From an optimization exercise on the open Yosys and OpenROAD flow, aimed at small area; shortcuts taken in it are not production practice. Only simulation tests tie the RTL to the original design; equivalence was not proved. Power and IR drop assume default switching activity.

Setup of v6:
==> flow/design.v <==
module BRANCH_PREDICTOR
    #(parameter DELAY = 7)
    (input clk,
    input reset,
    input stall,
    input [31:0] if_pc,
    input [31:0] if_instr,
    input [31:0] id_pc,
    input [31:0] alt_address,
    input is_link,
    input is_branch,
    input is_taken,
    output reg take,
    output reg flush,
    output [31:0] alt_pc);
    integer i;
    wire adv = ~stall;
    reg clr;
    always @(posedge clk or negedge reset)
        if (!reset) clr <= 1'b1;
        else        clr <= 1'b0;
    wire nclr  = ~clr;
    reg  [6:0] va;
    always @(posedge clk or negedge reset)
        if (!reset)   va <= 7'd0;
        else if (adv) va <= {1'b1, va[6:1]};
    wire v0 = va[0];
    reg  [41:0] ipc;
    always @(posedge clk)
        if (adv) ipc <= {if_pc[7:2], ipc[41:6]};
    wire [5:0] u_idx = ipc[5:0] & {6{v0}};
    reg  [14:0] ghr;
    reg  [6:0]  gbr;
    always @(posedge clk or negedge reset) begin
        if (!reset) begin
            ghr <= 15'd0;
            gbr <= 7'd0;
        end
        else if (adv) begin
            if (is_branch) ghr <= {is_taken, ghr[14:1]};
            gbr <= {is_branch, gbr[6:1]};
        end
    end
    wire [2:0] gnb = gbr[0] + gbr[1] + gbr[2] + gbr[3] + gbr[4] + gbr[5] + gbr[6];
    wire [14:0] gsh = ghr >> (3'd7 - gnb);
    wire [7:0] ghist = ghr[14:7];
    wire [7:0] gu    = gsh[7:0];
    reg  [255:0] GA, GB;
    wire g_pred = GA[ghist] & nclr;
    wire ga_u   = GA[gu] & nclr;
    wire gb_u   = GB[gu] & nclr;
    wire gna    = (ga_u & gb_u) | (ga_u & is_taken) | (gb_u & is_taken);
    wire gnb_   = (ga_u & ~gb_u) | (ga_u & is_taken) | (~gb_u & is_taken);
    wire [15:0] ghi = ((adv & is_branch) ? (16'd1 << gu[7:4]) : 16'd0) | {16{clr}};
    wire [15:0] glo = (16'd1 << gu[3:0]) | {16{clr}};
    wire        gw0 = adv & is_branch & (gu == 8'd0);
    always @(posedge clk)
        for (i = 0; i < 256; i = i + 1)
            if (ghi[i / 16] & glo[i % 16]) begin
                GA[i] <= gna;
                GB[i] <= gnb_ & (nclr | ((i == 0) & gw0));
            end
    reg  [511:0] LH;                       
    wire [7:0] lh_rd = LH[if_pc[7:2] * 8 +: 8] & {8{nclr}};
    reg  [55:0] lpp;                       
    always @(posedge clk)
        if (adv) lpp <= {lh_rd, lpp[55:8]};
    wire [7:0] lu = lpp[7:0] & {8{v0}};
    wire [7:0] lh_new = {is_taken, lu[7:1]};
    wire [7:0] ulo = (8'd1 << u_idx[2:0]) | {8{clr}};
    wire [7:0] lhi = ((adv & is_branch) ? (8'd1 << u_idx[5:3]) : 8'd0) | {8{clr}};
    wire       lw0 = adv & is_branch & (u_idx == 6'd0);
    always @(posedge clk)
        for (i = 0; i < 64; i = i + 1)
            if (lhi[i / 8] & ulo[i % 8]) LH[i*8 +: 8] <= {lh_new[7] & (nclr | ((i == 0) & lw0)), lh_new[6:0]};
    reg  [255:0] LA, LB;
    wire l_pred = LA[lh_rd] & nclr;
    wire la_u   = LA[lu] & nclr;
    wire lb_u   = LB[lu] & nclr;
    wire lna    = (la_u & lb_u) | (la_u & is_taken) | (lb_u & is_taken);
    wire lnb    = (la_u & ~lb_u) | (la_u & is_taken) | (~lb_u & is_taken);
    wire [15:0] lthi = ((adv & is_branch) ? (16'd1 << lu[7:4]) : 16'd0) | {16{clr}};
    wire [15:0] ltlo = (16'd1 << lu[3:0]) | {16{clr}};
    wire        ltw0 = adv & is_branch & (lu == 8'd0);
    always @(posedge clk)
        for (i = 0; i < 256; i = i + 1)
            if (lthi[i / 16] & ltlo[i % 16]) begin
                LA[i] <= lna;
                LB[i] <= lnb & (nclr | ((i == 0) & ltw0));
            end
    reg  [6:0] pg, pl;
    always @(posedge clk)
        if (adv) begin
            pg <= {g_pred, pg[6:1]};
            pl <= {l_pred, pl[6:1]};
        end
    wire pg0 = pg[0] & v0;
    wire pl0 = pl[0] & v0;
    reg  [63:0] MA, MB;
    wire m_sel  = MA[if_pc[7:2]] & nclr;
    wire meta_pred = m_sel ? g_pred : l_pred;
    wire m_up   = is_taken ? pg0 : pl0;
    wire ma_u   = MA[u_idx] & nclr;
    wire mb_u   = MB[u_idx] & nclr;
    wire mna    = (ma_u & mb_u) | (ma_u & m_up) | (mb_u & m_up);
    wire mnb    = (ma_u & ~mb_u) | (ma_u & m_up) | (~mb_u & m_up);
    wire [7:0] mhi = ((adv & is_branch & (pg0 ^ pl0)) ? (8'd1 << u_idx[5:3]) : 8'd0) | {8{clr}};
    always @(posedge clk)
        for (i = 0; i < 64; i = i + 1)
            if (mhi[i / 8] & ulo[i % 8]) begin
                MA[i] <= mna;
                MB[i] <= mnb;
            end
    reg  [15:0] lru;
    reg  [15:0] bv1, bv0;
    reg  [57:0] W1 [0:15];
    reg  [57:0] W0 [0:15];
    wire [3:0]  b_if = if_pc[5:2];
    wire [3:0]  b_up = u_idx[3:0];
    wire        lru_u = lru[b_up];
    wire        b_upd = adv & is_branch & is_taken;
    wire [57:0] w1_rd = W1[b_if];
    wire [57:0] w0_rd = W0[b_if];
    wire        t1 = (w1_rd[57:32] == if_pc[31:6]) & bv1[b_if];
    wire        t2 = (w0_rd[57:32] == if_pc[31:6]) & bv0[b_if];
    wire        btb_hit = t1 | t2;
    wire [31:0] btb_pc  = t1 ? w1_rd[31:0] : w0_rd[31:0];
    wire [15:0] bdec  = b_upd ? (16'd1 << b_up) : 16'd0;
    wire [15:0] bw1   = bdec & ~lru;
    wire [15:0] bw0   = bdec & lru;
    always @(posedge clk or negedge reset)
        if (!reset) begin
            bv1 <= 16'd0;
            bv0 <= 16'd0;
        end
        else begin
            bv1 <= bv1 | bw1;
            bv0 <= bv0 | bw0;
        end
    always @(posedge clk) begin
        for (i = 0; i < 16; i = i + 1) begin
            if (bw1[i]) W1[i] <= {id_pc[31:6], alt_address};
            if (bw0[i]) W0[i] <= {id_pc[31:6], alt_address};
        end
    end
    always @(posedge clk or negedge reset) begin
        if (!reset) lru <= 16'd0;
        else if (adv) begin
            for (i = 0; i < 16; i = i + 1) begin
                if (i == b_if) begin
                    if (t1)      lru[i] <= 1'b1;
                    else if (t2) lru[i] <= 1'b0;
                end
                else if (i == b_up) lru[i] <= ~lru[i];
            end
        end
    end
    reg  [31:0] RS [0:7];
    reg  [2:0]  rtp;
    reg  [3:0]  rn;
    wire [31:0] id8   = id_pc + 32'd8;
    wire [31:0] r_top = RS[rtp];
    wire        r_avail = (rn != 4'd0) & (r_top != 32'd0);
    wire        jr31  = (if_instr[31:26] == 6'b000000) & (if_instr[5:0] == 6'b001000) & (if_instr[25:21] == 5'b11111);
    wire        ras_hit = jr31 & r_avail;
    wire        r_push = is_link & ~ras_hit;
    wire        r_pop  = ras_hit & ~is_link;
    wire [31:0] ras_pc = is_link ? id8 : r_top;
    wire [2:0]  r_wp = rtp + 3'd1;
    always @(posedge clk)
        for (i = 0; i < 8; i = i + 1)
            if (adv & r_push & (r_wp == i)) RS[i] <= id8;
    always @(posedge clk or negedge reset) begin
        if (!reset) begin
            rtp <= 3'd0;
            rn  <= 4'd0;
        end
        else if (adv) begin
            if (r_push) begin
                rtp <= r_wp;
                if (rn != 4'd8) rn <= rn + 4'd1;
            end
            else if (r_pop) begin
                rtp <= rtp - 3'd1;
                rn  <= rn - 4'd1;
            end
        end
    end
    reg  [223:0] pp;
    reg  [6:0]   vp;
    wire padv = adv & ~flush;
    always @(posedge clk or negedge reset)
        if (!reset)    vp <= 7'd0;
        else if (padv) vp <= {1'b1, vp[6:1]};
    wire [31:0] pp0 = pp[31:0] & {32{vp[0]}};
    wire [31:0] id4 = id_pc + 32'd4;
    wire mispred = is_branch & (is_taken ? (pp0 != alt_address) : (pp0 != id4));
    wire req_alt = (btb_hit & meta_pred) | ras_hit;
    wire [31:0] req_pc = ras_hit ? ras_pc : btb_pc;
    wire [31:0] next_pc = mispred ? (is_taken ? alt_address : id8) :
                          (req_alt ? req_pc : if_pc + 32'd4);
    always @(posedge clk)
        if (padv) pp <= {next_pc, pp[223:32]};
    reg az;
    always @(posedge clk or negedge reset) begin
        if (!reset) begin
            take  <= 1'b0;
            flush <= 1'b0;
            az    <= 1'b1;
        end
        else if (adv) begin
            take  <= ~flush & (req_alt | mispred);
            flush <= mispred;
            az    <= flush;
        end
    end
    assign alt_pc = pp[223:192] & {32{~az}};
endmodule
clock: 12.0 ns
lec_check: 0
cap_margin: 20
core_margin: 2
core_utilization: 50
cts_cluster_diameter: 60
cts_cluster_size: 24
place_density: 0.6
slew_margin: 20
run.sh (not shown) runs the stock make flow with config.mk's settings and CLKGATE_MAP_FILE= SYNTH_SCRIPT=/design/flow/synth_recipe.tcl, a recipe that flattens the netlist after the stock synthesis.
Input changes introduced in v7 (baseline for comparison: v6):
--- a/flow/design.v
+++ b/flow/design.v
@@ -51,14 +51,13 @@
     wire gb_u   = GB[gu] & nclr;
     wire gna    = (ga_u & gb_u) | (ga_u & is_taken) | (gb_u & is_taken);
     wire gnb_   = (ga_u & ~gb_u) | (ga_u & is_taken) | (~gb_u & is_taken);
-    wire [15:0] ghi = ((adv & is_branch) ? (16'd1 << gu[7:4]) : 16'd0) | {16{clr}};
-    wire [15:0] glo = (16'd1 << gu[3:0]) | {16{clr}};
-    wire        gw0 = adv & is_branch & (gu == 8'd0);
+    wire [255:0] gdec = (adv & is_branch) ? (256'd1 << gu) : 256'd0;
+    wire [255:0] gen  = gdec | {256{clr}};
     always @(posedge clk)
         for (i = 0; i < 256; i = i + 1)
-            if (ghi[i / 16] & glo[i % 16]) begin
+            if (gen[i]) begin
                 GA[i] <= gna;
-                GB[i] <= gnb_ & (nclr | ((i == 0) & gw0));
+                GB[i] <= gnb_ & (nclr | ((i == 0) & gdec[0]));
             end
     reg  [511:0] LH;                       
     wire [7:0] lh_rd = LH[if_pc[7:2] * 8 +: 8] & {8{nclr}};
@@ -67,26 +66,24 @@
         if (adv) lpp <= {lh_rd, lpp[55:8]};
     wire [7:0] lu = lpp[7:0] & {8{v0}};
     wire [7:0] lh_new = {is_taken, lu[7:1]};
-    wire [7:0] ulo = (8'd1 << u_idx[2:0]) | {8{clr}};
-    wire [7:0] lhi = ((adv & is_branch) ? (8'd1 << u_idx[5:3]) : 8'd0) | {8{clr}};
-    wire       lw0 = adv & is_branch & (u_idx == 6'd0);
+    wire [63:0] ldec = (adv & is_branch) ? (64'd1 << u_idx) : 64'd0;
+    wire [63:0] lhen = ldec | {64{clr}};
     always @(posedge clk)
         for (i = 0; i < 64; i = i + 1)
-            if (lhi[i / 8] & ulo[i % 8]) LH[i*8 +: 8] <= {lh_new[7] & (nclr | ((i == 0) & lw0)), lh_new[6:0]};
+            if (lhen[i]) LH[i*8 +: 8] <= {lh_new[7] & (nclr | ((i == 0) & ldec[0])), lh_new[6:0]};
     reg  [255:0] LA, LB;
     wire l_pred = LA[lh_rd] & nclr;
     wire la_u   = LA[lu] & nclr;
     wire lb_u   = LB[lu] & nclr;
     wire lna    = (la_u & lb_u) | (la_u & is_taken) | (lb_u & is_taken);
     wire lnb    = (la_u & ~lb_u) | (la_u & is_taken) | (~lb_u & is_taken);
-    wire [15:0] lthi = ((adv & is_branch) ? (16'd1 << lu[7:4]) : 16'd0) | {16{clr}};
-    wire [15:0] ltlo = (16'd1 << lu[3:0]) | {16{clr}};
-    wire        ltw0 = adv & is_branch & (lu == 8'd0);
+    wire [255:0] ltdec = (adv & is_branch) ? (256'd1 << lu) : 256'd0;
+    wire [255:0] lten  = ltdec | {256{clr}};
     always @(posedge clk)
         for (i = 0; i < 256; i = i + 1)
-            if (lthi[i / 16] & ltlo[i % 16]) begin
+            if (lten[i]) begin
                 LA[i] <= lna;
-                LB[i] <= lnb & (nclr | ((i == 0) & ltw0));
+                LB[i] <= lnb & (nclr | ((i == 0) & ltdec[0]));
             end
     reg  [6:0] pg, pl;
     always @(posedge clk)
@@ -104,10 +101,11 @@
     wire mb_u   = MB[u_idx] & nclr;
     wire mna    = (ma_u & mb_u) | (ma_u & m_up) | (mb_u & m_up);
     wire mnb    = (ma_u & ~mb_u) | (ma_u & m_up) | (~mb_u & m_up);
-    wire [7:0] mhi = ((adv & is_branch & (pg0 ^ pl0)) ? (8'd1 << u_idx[5:3]) : 8'd0) | {8{clr}};
+    wire [63:0] mdec = (adv & is_branch & (pg0 ^ pl0)) ? (64'd1 << u_idx) : 64'd0;
+    wire [63:0] men  = mdec | {64{clr}};
     always @(posedge clk)
         for (i = 0; i < 64; i = i + 1)
-            if (mhi[i / 8] & ulo[i % 8]) begin
+            if (men[i]) begin
                 MA[i] <= mna;
                 MB[i] <= mnb;
             end
Findings:
Of v6 and v7, the higher clock-buffer cell count belongs to v6.
Looking at synthesized area, v7 sits 1.1% above v6.
Diff v6 and v7: share of total power in combinational logic lower in v6
| vias per cell | v7 vs v6 | ≈ equal |
On sequential share of layout area, v6 and v7 are basically level.
Going from v6 to v7, overall power went up; die area went up.

-- separate check: timing with driven ports --
No port has a modelled driver above. Below, the same layouts with a new extraction and two added sets of constraints. Step 1: set_driving_cell puts a clkbuf_16 on clk and a buf_2 on each other input, an assumption about the parent block. Step 2 adds t to the input delays and takes it off the output delays; t is the mean of the earliest and latest rising clock arrival at the registers after step 1. Input paths then give back, and output paths get back, about the clock's delay inside the block. Three values: ideal, step 1, step 2; two values: the first two.
| run | t (ns) | slack for setup (ns) | worst setup path at the end | worst slew at a driven data input, ns | pins driven straight from the clock port |
|---|---|---|---|---|---|
| v6 | 1.071 | 2.635 / 2.684 / 1.613 | input to register | 0.24 | 1 |
| v7 | 1.051 | 2.848 / 2.926 / 1.875 | input to register | 0.24 | 1 |
After both steps every run listed still meets setup and hold. The setup slack of v6, which loses most, moves by +0.049 ns with the drivers and by -1.022 ns with both steps.
